Source: an optimization exercise on an open RTL-to-GDS flow (aim: small area and a short achievable clock period). Production flows keep margins and buffers that such runs may drop. In this exercise RTL edits were held to simulation tests only and were not proved equivalent to the original. No activity file was given, so power comes from the tool's default toggle rates.

**constraint.sdc**
```tcl
create_clock -name core_clock -period 11.5 [get_ports {clk}]
set_input_delay 2.3000 -clock core_clock [delete_from_list [all_inputs] [get_ports {clk}]]
set_output_delay 2.3000 -clock core_clock [all_outputs]
set_load 0.01 [all_outputs]
```
**design.v**
```verilog
`timescale 1ns / 1ps
module cpu(
    rst,
    clk,
    next_instruction,
    count,
    start,
    mem_write,
    wb_en,
    wb_addr,
    wb_data,
    st_en,
    st_addr,
    st_data
    );
    input rst, clk, start, mem_write;
    input [31:0] next_instruction;
    output reg [3:0] count;
    output reg wb_en;
    output reg [4:0] wb_addr;
    output reg [31:0] wb_data;
    output reg st_en;
    output reg [3:0] st_addr;
    output reg [31:0] st_data;
    function [18:0] enc;
        input [31:0] ins;
        reg [2:0] f;
        begin
            case (ins[5:0])
                6'h20: f = 3'd0;
                6'h22: f = 3'd1;
                6'h24: f = 3'd2;
                6'h25: f = 3'd3;
                6'h27: f = 3'd4;
                6'h2A: f = 3'd5;
                default: f = 3'd6;
            endcase
            case (ins[31:26])
                6'h00: enc = {1'b0, f, ins[25:16], ins[15:11]};
                6'h23, 6'h0F: enc = {3'b100, ins[5], ins[25:16], ins[4:0]};
                6'h2B: enc = {3'b110, ins[5], ins[25:16], ins[4:0]};
                6'h02: enc = {4'b0111, ins[25:16], 3'b010, ins[1:0]};
                6'h04: enc = {4'b0111, ins[25:16], 3'b100, ins[1:0]};
                6'h05: enc = {4'b0111, ins[25:16], 3'b110, ins[1:0]};
                default: enc = {4'b0111, ins[25:16], 3'b000, ins[1:0]};
            endcase
        end
    endfunction
    function [24:0] dec;
        input [18:0] w;
        reg r, m;
        begin
            m = w[18];
            r = ~w[18] & (w[17:15] != 3'd7);
            dec = {r | (m & ~w[17]),
                   r ? w[4:0] : w[9:5],
                   m & ~w[17],
                   m & w[17],
                   ~m & (w[17:15] == 3'd7) & (w[4:3] == 2'd2),
                   ~m & (w[17:15] == 3'd7) & (w[4:3] == 2'd3),
                   ~m & (w[17:15] == 3'd7) & (w[4:3] == 2'd1),
                   ~m & (w[17:15] == 3'd0),
                   ~m & (w[17:15] == 3'd1),
                   ~m & (w[17:15] == 3'd2),
                   ~m & (w[17:15] == 3'd3),
                   ~m & (w[17:15] == 3'd4),
                   ~m & (w[17:15] == 3'd5),
                   w[15], w[4:0],
                   w[1:0]};
        end
    endfunction
    reg started;
    reg [3:0] pc;           
    reg tk;                 
    reg jmp;                
    reg [1:0] tb;           
    reg [18:0] im [0:15];   
    reg [31:0] rf [0:31];   
    reg [31:0] dm [0:15];   
    reg [4:0] n_waddr;
    reg n_wen, n_ld, n_st, n_beq, n_bne, n_j;
    reg n_add, n_sub, n_and, n_or, n_nor, n_slt;
    reg [5:0] n_imm;
    reg [1:0] n_tb;
    reg [31:0] sa, sb;
    reg sa_b, sb_b;
    wire [31:0] wd_r0 = wb_data & {32{~rst}};    
    wire [31:0] wd_r1 = wb_data | {32{rst}};     
    wire [31:0] sd_r0 = st_data & {32{~rst}};
    genvar g, b;
    generate
        for (g = 0; g < 32; g = g + 1) begin : RF
            localparam [31:0] RV = 10 * g;
            wire we = rst | (wb_en && wb_addr == g);
            wire [31:0] d;
            for (b = 0; b < 32; b = b + 1) begin : BIT
                assign d[b] = RV[b] ? wd_r1[b] : wd_r0[b];
            end
            always @(posedge clk)
                if (we) rf[g] <= d;
        end
        for (g = 0; g < 16; g = g + 1) begin : DM
            wire we = rst | (st_en && st_addr == g);
            always @(posedge clk)
                if (we) dm[g] <= sd_r0;
        end
    endgenerate
    always @(posedge clk)
        if (mem_write)
            im[count] <= enc(next_instruction);
    reg [31:0] ra, rb;
    integer i;
    always @(*) begin
        ra = {32{sa_b}} & wb_data;
        rb = {32{sb_b}} & wb_data;
        for (i = 0; i < 32; i = i + 1) begin
            ra = ra | ({32{sa[i]}} & rf[i]);
            rb = rb | ({32{sb[i]}} & rf[i]);
        end
    end
    wire [5:0] ea = ra[5:0] + n_imm;
    wire [3:0] la = ea[5:2];
    wire [5:0] ag = ra[5:0] & n_imm;
    wire [5:0] ap = ra[5:0] ^ n_imm;
    wire c2 = ag[1] | (ap[1] & ag[0]);
    reg [31:0] ld;
    reg ld_st;
    reg [3:0] j4;
    reg hit;
    always @(*) begin
        ld = 32'd0;
        ld_st = 1'b0;
        for (i = 0; i < 16; i = i + 1) begin
            j4 = i;
            hit = ~(ap[2] ^ j4[0] ^ c2)
                & ~(ap[3] ^ j4[1] ^ (ag[2] | (ap[2] & ~j4[0])))
                & ~(ap[4] ^ j4[2] ^ (ag[3] | (ap[3] & ~j4[1])))
                & ~(ap[5] ^ j4[3] ^ (ag[4] | (ap[4] & ~j4[2])));
            if (st_en && st_addr == i)
                ld_st = ld_st | hit;
            else
                ld = ld | ({32{hit}} & dm[i]);
        end
        ld = ld | ({32{ld_st}} & st_data);
    end
    wire sub = n_sub | n_slt;
    wire [31:0] bx = sub ? ~rb : rb;
    wire [31:0] kg0 = ra & bx;
    wire [31:0] kp0 = ra ^ bx;
    reg [31:0] kg, kp, ng, np;
    reg [32:0] kc;
    integer k, d;
    always @(*) begin
        kg = kg0;
        kp = kp0;
        kg[0] = kg0[0] | (kp0[0] & sub);
        for (d = 1; d < 32; d = d * 2) begin
            ng = kg;
            np = kp;
            for (k = d; k < 32; k = k + 1) begin
                ng[k] = kg[k] | (kp[k] & kg[k - d]);
                np[k] = kp[k] & kp[k - d];
            end
            kg = ng;
            kp = np;
        end
        kc = {kg, sub};
    end
    wire [32:0] sum = {kc[32], kp0 ^ kc[31:0]};
    wire lt = ~sum[32];
    wire eq = (ra == rb);
    wire [31:0] res = ({32{n_add | n_sub}} & sum[31:0])
                    | ({32{n_and}} & (ra & rb))
                    | ({32{n_or}} & (ra | rb))
                    | ({32{n_nor}} & ~(ra | rb))
                    | ({31'd0, n_slt & lt})
                    | ({32{n_ld}} & ld);
    wire taken = (n_beq & eq) | (n_bne & ~eq);
    wire [18:0] w0 = im[0];
    wire [24:0] d0 = dec(w0);
    wire [4:0] rs0 = w0[14:10];
    wire [4:0] rt0 = w0[9:5];
    wire [9:0] ra0 = {rs0, 3'b000} + {rs0, 1'b0};    
    wire [9:0] rb0 = {rt0, 3'b000} + {rt0, 1'b0};    
    wire [5:0] ea0 = ra0[5:0] + d0[7:2];
    wire sub0 = d0[12] | d0[8];
    wire [10:0] sum0 = {1'b0, ra0} + {1'b0, sub0 ? ~rb0 : rb0} + {10'd0, sub0};
    wire lt0 = ~sum0[10];                            
    wire [31:0] res0 = ({32{d0[13]}} & {22'd0, sum0[9:0]})
                     | ({32{d0[12]}} & {{22{lt0}}, sum0[9:0]})
                     | ({32{d0[11]}} & {22'd0, ra0 & rb0})
                     | ({32{d0[10]}} & {22'd0, ra0 | rb0})
                     | ({32{d0[9]}} & {{22{1'b1}}, ~(ra0 | rb0)})
                     | ({31'd0, d0[8] & lt0});
    wire taken0 = (d0[16] & (rs0 == rt0)) | (d0[15] & (rs0 != rt0));
    wire started_n = start | (started & ~rst);
    wire run_n = ~rst & started_n;           
    wire run0_n = rst & start;               
    wire [3:0] pc_n = rst ? 4'd0 :
                      jmp ? {tb, 2'b00} :
                      pc + 4'd1 + (tk ? {tb, 2'b00} : 4'd0);
    wire [3:0] count_n = (rst ? 4'd0 : count) + {3'd0, mem_write};
    wire [3:0] fa = started_n ? pc_n : count_n;    
    wire [18:0] fw = im[fa];
    wire [24:0] fd = dec(fw);
    wire wb_en_n = run_n ? n_wen : run0_n ? d0[24] : 1'b1;
    wire [4:0] wb_addr_n = run_n ? n_waddr : run0_n ? d0[23:19] : 5'd0;
    always @(posedge clk) begin
        count <= count_n;
        started <= started_n;
        pc <= pc_n;
        {n_wen, n_waddr, n_ld, n_st, n_beq, n_bne, n_j,
         n_add, n_sub, n_and, n_or, n_nor, n_slt, n_imm, n_tb} <= fd;
        for (i = 0; i < 32; i = i + 1) begin
            sa[i] <= (fw[14:10] == i) & ~(wb_en_n & (wb_addr_n == i));
            sb[i] <= (fw[9:5] == i) & ~(wb_en_n & (wb_addr_n == i));
        end
        sa_b <= wb_en_n & (wb_addr_n == fw[14:10]);
        sb_b <= wb_en_n & (wb_addr_n == fw[9:5]);
        wb_en <= wb_en_n;
        wb_addr <= wb_addr_n;
        if (run_n) begin
            wb_data <= res;
            st_en <= n_st;
            st_addr <= la;
            st_data <= rb;
            tk <= taken;
            jmp <= n_j;
            tb <= n_tb;
        end else if (run0_n) begin
            wb_data <= res0;
            st_en <= d0[17];
            st_addr <= ea0[5:2];
            st_data <= {22'd0, rb0};
            tk <= taken0;
            jmp <= d0[14];
            tb <= d0[1:0];
        end else begin
            wb_data <= 32'd0;
            st_en <= 1'b0;
            st_addr <= la;
            st_data <= rb;
            tk <= 1'b0;
            jmp <= 1'b0;
            tb <= n_tb;
        end
    end
endmodule
```
**config.mk**
```make
export PLATFORM = sky130hd
export DESIGN_NAME = cpu
export DESIGN_NICKNAME = cpu
export VERILOG_FILES = /design/flow/design.v
export SDC_FILE = /design/flow/constraint.sdc
export NUM_CORES = 4
export LEC_CHECK = 0
export CAP_MARGIN = 20
export CORE_MARGIN = 2
export CORE_UTILIZATION = 50
export SLEW_MARGIN = 20
```
**flow/run.sh**
```bash
#!/bin/bash
set -euo pipefail
bash standard.sh SETUP_SLACK_MARGIN=7.5 finish > make_finish.log 2>&1
```
**standard.sh**
```bash
#!/bin/bash
# synth_recipe.tcl (not shown) runs the flow's synth.tcl, then flattens the netlist and writes it again
# the make line also repeats each setting of config.mk as NAME=value (left out here)
make -C /OpenROAD-flow-scripts/flow DESIGN_CONFIG=/design/flow/config.mk WORK_HOME=/design/flow/orfs CLKGATE_MAP_FILE= SYNTH_SCRIPT=/design/flow/synth_recipe.tcl "${@:-finish}"
```
==> results of run 1 <==
-- state kept, by name, summed over array words and instances, names as in the netlist, 2 cells and up --
name	count
n_imm	5
sa	32
st_data	32
wb_addr	5
rf	1024
n_waddr	5
sb	32
pc	4
im	304
dm	512
wb_data	32
tb	2
count	4
st_addr	4
-- synthesized netlist by cell type, drive strengths merged, types with 18 or more instances --
cell type / number
and2: 72
and3: 61
nand4: 134
clkbuf: 322
xnor2: 81
dfxtp: 177
nor2b: 83
xor2: 35
buf: 71
o21ai: 122
a221oi: 236
a31oi: 49
or2: 22
a311oi: 37
nor3: 159
nor2: 174
a22oi: 658
nand2: 439
ha: 127
nand2b: 26
a21oi: 96
o211ai: 18
nand3: 205
a21o: 54
a222oi: 127
a211oi: 95
a22o: 210
edfxtp: 1840
inv: 105
mux2i: 26
-- how the worst max path moves through the flow --
stage | start | slack [ns] | depth (start not counted) | end
finish | sa[18]$_DFF_P_ | 6.53 | 17 | wb_data[25]$_DFF_P_
global route | sa[15]$_DFF_P_ | 6.60 | 21 | wb_data[25]$_DFF_P_
CTS | sa[24]$_DFF_P_ | 6.79 | 20 | wb_data[25]$_DFF_P_
detailed placement | rst | 3.94 | 12 | sb[30]$_DFF_P_
global placement | rst | 4.12 | 12 | sb[30]$_DFF_P_
floorplan | rst | 6.37 | 15 | n_waddr[2]$_DFF_P_
-- cell families after synthesis --
family                   share of synthesized area
flip-flops                                   0.694
AO/OA/AOI/OAI                                0.165
AND/OR/NAND/NOR                             0.0817
buffers and inverters                       0.0222
adder cells (fa/ha/maj)                     0.0204
XOR/XNOR                                    0.0131
multiplexers                               0.00374
-- where the power goes --
part,switching (uW),internal [uW],total (uW)
sequential,995,9550,10500
clock,2960,3840,6800
combinational,9950,6280,16200
total,13900,19700,33600
-- area by class of cell --
type | instances | area [um^2]
Fill cell | 12400 | 63000
Sequential cell | 2017 | 59100
Multi-Input combinational cell | 3509 | 27700
Timing Repair Buffer | 745 | 8960
Clock buffer | 275 | 5730
Tap cell | 2218 | 2780
Clock inverter | 113 | 1050
Inverter | 105 | 425
Antenna cell | 29 | 72.6
-- per-stage QoR --
stage / setup WS (ns) / instance area (um^2) / util / power [uW] / cells
floorplan: 6.37 / 85300 / - / 16400 / 6014
global placement: 4.12 / 89400 / 0.530 / 21500 / 8167
detailed placement: 3.94 / 89400 / 0.530 / 21600 / 8167
CTS: 6.79 / 104000 / 0.616 / 31900 / 8901
global route: 6.60 / 106000 / 0.626 / 34100 / 8983
finish: 6.53 / 106000 / 0.627 / 33600 / 9011
-- layer usage --
metal  vias to the layer above  part of all wire
li1                      25800                 -
met1                     33900              0.33
met2                      7332              0.40
met3                      1978              0.18
met4                        20             0.086
met5                         -            0.0011
-- repair_timing --
action	in CTS	in global routing
gates cloned	57	2
pin swaps	244	192
setup buffers	289	79
gates resized for setup	1066	210
endpoints found under the setup margin	1286	156
==> qor.yml, run 1 <==
synthesis.nets: 6183
htree_num_levels: 4
fp.dieH_um: 416
whs_endpoint: "pc[0]$_DFF_P_"
grt_busiest_layer: "met2"
reg2regPathDepth: 17
area_growth_pct: 25.0
reg2reg_from: "sa[18]$_DFF_P_"
cts_tree: "built"
crit_top_cell: "buf_4"
grt_pass1_vias: 63800
final_cell_mix: "1,840 x edfxtp_1, 647 x a22oi_1, 372 x nand2_1"
drv_cap: 0
slew_viol_final: 0
layout_min_cycle_time_ns: 4.97
grt_antenna_before_repair: 16
netlist_instances: 6014
avgRoutedWirePerCell_um: 42.6
final_common_cell: "edfxtp_1"
clock_path_buffers: 3
ant_nets: 0
yosysWarnings: 3
synth.cell_area_um2: 84700
crit_path_end_kind: "flip-flop"
hold_violations: 0
core_um2: 169000
grtUsageMet3: 0.183
grt_max_degree: 47
min-delay-start: "pc[0]$_DFF_P_"
outcome: "complete, no violations"
fin_skew_ns: 0.0433
num_rows: 151
routed_wirelength_mm: 384
portBuffers: 109
slowest_delay_ns: 0.61
fin_crit_sh: 0.432
grt-ovfl-total: 0
num_io_pins: 115
clk_pin_slew_ns: 0.06
worst_setup_path_start_kind: "flip-flop"
vias: 69000
critPathSlowestCell: "ha_1"
netlist_top_cells_area: "edfxtp_1 65%, a22oi_1 5.8%, dfxtp_1 4.2%"
yosysTopAreaCellShare: 0.652
nNetsFinal: 6755
path_class: "flip-flop to flip-flop"
insertion_delay_ns: 0.88
initialDrtViolationCount: 14800
tns_ns: 0
ys_types: 78
ys.flop_type: "edfxtp_1"
cp.required_ns: 12.20
setup_violations: 0
p_leak_uw: 0.0377
powerDensity_nw_per_um2: 317
hpwl_mm: 194
synthArstFlopShare: 0
max_clock_freq_mhz: 201
path_buf_inv: 3
gp_congestion: 0.982
crit_family: "compound AO/OA/AOI/OAI gates"
cts_inserted_buffers: 208
ys_seq_area_frac: 0.694
die_w_um: 416
avgSynthCellArea_um2: 14.1
ir_drop_mv: 0.338
rrSetupSlack_ns: 6.53
rsz0062_at_grt: "true"
grt_use_met2: 0.597
holdWs_ns: 0.515
die-area_um2: 173000
drive_above_1_share: 0.253
tightest_slew_ns: 1.19
min_delay_path_depth: 1
synth_area_leader_cell: "edfxtp_1"
path_cells: "buf_4 -> buf_4 -> buf_4 -> a221oi_1 -> nand3_1 -> nor3_1 -> nand3_1 -> ha_1 -> nand2_1 -> or2_2 -> a211o_1 -> a21oi_4 -> nor2_1 -> o21a_1 -> xnor2_1 -> a222oi_1 -> o21ai_1"
slew_headroom: 0.209
hold_class: "flip-flop to flip-flop"
crit_path_max_fanout: 5
grt_pass1_wl_mm: 515
r2r_end: "wb_data[25]$_DFF_P_"
use_met1: 0.554
dr.pass1.iters: 12
ys_ff_latch: 2017
hold_buffers: 0
cts-root-buf: "clkbuf_16"
cp.arrival_ns: 5.67
vias_per_cell: 7.65
drc: 0
clock-sinks: 2017
initial_core_util: 0.502
track_usage: 0.431
synth_edf_count: 1840
==> inputs of run 2 (changes only) <==
==> run.sh (new file) <==
#!/bin/bash
# synth_recipe.tcl (not shown) runs the flow's synth.tcl, then flattens the netlist and writes it again
# the make line also repeats each setting of config.mk as NAME=value (left out here)
make -C /OpenROAD-flow-scripts/flow DESIGN_CONFIG=/design/flow/config.mk WORK_HOME=/design/flow/orfs CLKGATE_MAP_FILE= SYNTH_SCRIPT=/design/flow/synth_recipe.tcl finish
--- a/config.mk
+++ b/config.mk
@@ -8,4 +8,5 @@
 export CAP_MARGIN = 20
 export CORE_MARGIN = 2
 export CORE_UTILIZATION = 50
+export SETUP_SLACK_MARGIN = 5
 export SLEW_MARGIN = 20
removed: flow/run.sh
removed: standard.sh
==> qor.yml, run 2 <==
path_class: "flip-flop to flip-flop"
grt_antenna_before_repair: 7  # -9
die_w_um: 416  # unchanged
drive_above_1_share: 0.112  # -0.141
rsz0062_at_grt: "false"
synth.cell_area_um2: 84700  # unchanged
layout_min_cycle_time_ns: 6.60  # +1.63 ns
nNetsFinal: 6325  # -6.4%
slew_headroom: 0.201  # -0.00821
ys_ff_latch: 2017  # unchanged
min_delay_path_depth: 1  # unchanged
fin_util: 0.568  # -0.0586
worst_setup_path_start_kind: "flip-flop"
drv_cap: 0  # unchanged
hold_class: "flip-flop to flip-flop"
nFillCells: 13400  # +8.4%
initialDrtViolationCount: 14200  # -4.3%
clk_pin_slew_ns: 0.06  # about the same
crit_path_end_kind: "flip-flop"
synth_area_leader_cell: "edfxtp_1"
track_usage: 0.397  # -0.0338
grt_pass1_wl_mm: 476  # -7.5%
yosysWarnings: 3  # unchanged
total_power_uw: 28600  # -15%
reg2reg_from: "sa[7]$_DFF_P_"
wl_met3_mm: 57.8  # -14%
cts_inserted_buffers: 205  # -1.4%
avgSynthCellArea_um2: 14.1  # unchanged
cp.arrival_ns: 7.28  # +1.61 ns
grt_max_degree: 153  # +230%
r2r_end: "wb_data[10]$_DFF_P_"
final_cell_mix: "1,840 x edfxtp_1, 658 x a22oi_1, 419 x nand2_1"
grt-ovfl-total: 0  # unchanged
fin_skew_ns: 0.0453  # +0.00208 ns
clock_path_buffers: 3  # unchanged
placed_area_um2: 89300  # -0.17%
top_layer: "met5"
min-delay-start: "pc[0]$_DFF_P_"
dr.pass1.iters: 14  # +2
outcome: "complete, no violations"
dp_cells: 8166  # -0.012%
ant_nets: 0  # unchanged
netlist_top_cells_count: "1,840 x edfxtp_1, 658 x a22oi_1, 439 x nand2_1"
whs_endpoint: "pc[0]$_DFF_P_"
fin_crit_sh: 0.574  # +0.141
insertion_delay_ns: 0.89  # about the same
clock-sinks: 2017  # unchanged
htree_num_levels: 4  # unchanged
setup_violations: 0  # unchanged
p_leak_uw: 0.0334  # -11%
regMostFlops: "rf"
largest_reg_flops: 1024  # unchanged
cp.required_ns: 12.19  # about the same
final_area_um2: 96000  # -9.3%
tns_ns: 0  # unchanged
cts-root-buf: "clkbuf_16"
grt_pass1_vias: 60400  # -5.3%
final_common_cell: "edfxtp_1"
ys_seq_area_frac: 0.694  # unchanged
vias_per_cell: 7.59  # -0.85%
slew_viol_final: 0  # unchanged
hold_violations: 0  # unchanged
fp.dieH_um: 416  # unchanged
vias: 64900  # -5.9%
seq_area_um2: 58900  # -0.45%
yosysTopAreaCellShare: 0.652  # unchanged
reg.largest.list: "rf: 1024 flops, dm: 512 flops, im: 304 flops"
num_rows: 151  # unchanged
gp_congestion: 0.969  # -1.4%
core_um2: 169000  # unchanged
ir_drop_mv: 0.271  # -20%
area_growth_pct: 13.3
hpwl_mm: 192  # -0.97%
num_io_pins: 115  # unchanged
drc: 0  # unchanged
synthArstFlopShare: 0  # unchanged
max_clock_freq_mhz: 152  # -25%
portBuffers: 109  # unchanged
hold_buffers: 0  # unchanged
avgRoutedWirePerCell_um: 41.2  # -3.3%
synth_edf_count: 1840  # unchanged
wl_met1_mm: 123  # -4.1%
ys.flop_type: "edfxtp_1"
ys_types: 78  # unchanged
synthesis.nets: 6183  # unchanged
reg2regPathDepth: 14  # -3
initial_core_util: 0.502  # unchanged
netlist_instances: 6014  # unchanged
tightest_slew_ns: 1.20  # +0.00986 ns
routed_wirelength_mm: 352  # -8.2%
netlist_top_cells_area: "edfxtp_1 65%, a22oi_1 5.8%, dfxtp_1 4.2%"
cts_tree: "built"
multi_input_area_um2: 24600  # -11%
finalNonFillerCells: 8553  # -5.1%
met2WireLength_mm: 143  # -7.7%
rrSetupSlack_ns: 4.90  # -1.63 ns
powerDensity_nw_per_um2: 298  # -6.0%
die-area_um2: 173000  # unchanged
crit_path_max_fanout: 24  # +19
synth_most_common_cell: "edfxtp_1"
-- run 2: kinds of logic after synthesis --
kind of cell / Yosys count / share of synthesized area
DFF: 2017 / 0.694
AOI/OAI and AO/OA: 1799 / 0.165
and+or+nand+nor: 1414 / 0.0817
buffers and inverters: 498 / 0.0222
adders and majority gates: 135 / 0.0204
xor gates and xnor gates: 120 / 0.0131
muxes: 31 / 0.00374
-- run 2: repair_timing --
| action | in CTS | in global routing |
|---|---|---|
| endpoints found under the setup margin | 6 | 17 |
| resized for setup | 2 | 8 |
| buffers inserted | 0 | 0 |
| pin swaps | 0 | 0 |
-- run 2: per-layer routing --
metal,GRT usage,vias up
met2,0.554,6490
met4,0.247,4
li1,-,24800
met3,0.146,1587
met1,0.526,32000
met5,0.00333,-
-- run 2: worst max path at each step --
stage | endpoint | cells past startpoint | start | slack (ns)
floorplan | n_waddr[0]$_DFF_P_ | 18 | rst | 5.40
global placement | n_waddr[0]$_DFF_P_ | 14 | rst | 3.96
detailed placement | n_waddr[0]$_DFF_P_ | 14 | rst | 3.94
CTS | n_waddr[1]$_DFF_P_ | 14 | rst | 5.08
global route | n_waddr[4]$_DFF_P_ | 14 | rst | 5.01
finish | wb_data[10]$_DFF_P_ | 14 | sa[7]$_DFF_P_ | 4.90
-- run 2: metrics by stage --
step,worst slack (ns),hold slack (ns)
2_1_floorplan,5.40,0.419
3_3_place_gp,3.96,0.497
3_5_place_dp,3.94,0.499
4_1_cts,5.08,0.509
5_1_grt,5.01,0.540
6_report,4.90,0.503
-- run 2: power breakdown --
| group | internal (uW) | switching [uW] | leakage, uW |
|---|---|---|---|
| Clock | 3770 | 2870 | 0.00322 |
| Combinational | 3440 | 8020 | 0.0101 |
| Sequential | 9510 | 1010 | 0.0201 |
-- run 2: final cells by class --
type,instances,share of cell area
Clock inverter,99,0.00929
Clock buffer,279,0.0593
Inverter,105,0.00412
Sequential cell,2017,0.613
Tap cell,2218,0.0289
Timing Repair Buffer,328,0.0289
Antenna cell,8,0.000209
Multi-Input combinational cell,3499,0.256
-- run 2: critical path, stage by stage, from the launching register on --
cell      delay [ns]
dfxtp_2         0.68
buf_4           0.74
a221oi_1        0.20
and3_1          0.22
nand3_1         0.63
inv_1           0.30
fa_1            0.66
nor3_1          0.58
and3_1          0.61
buf_4           0.49
a222oi_1        0.22
nand4_1         0.18
or3_1           0.16
a21oi_1         0.05
o21ai_0         0.59

[afterwards: timing with drivers on the ports]
How much do the figures lean on ideal ports? The routed layouts below were timed once more, with nothing changed but the port constraints. Step 1, drivers: a clkbuf_16 drives clk and a buf_2 each remaining input, both assumed. Step 2 moves the port delays by t, midway between the first and last clock arrival at a register: inputs arrive t later, outputs are due t later. That takes back most of the time a late clock gives input paths. Slacks: ideal / step 1 / step 2; pairs: ideal / step 1.
run | t (ns) | setup slack, ns | cell pins on the clock port's net
run 1 | 0.948 | 6.530 / 6.530 / 6.091 | 1
run 2 | 0.954 | 4.903 / 4.903 / 4.387 | 1
After both steps every run listed still meets setup and hold. The setup slack of run 2, which loses most, moves by 0.000 ns with the drivers and by -0.516 ns with both steps.
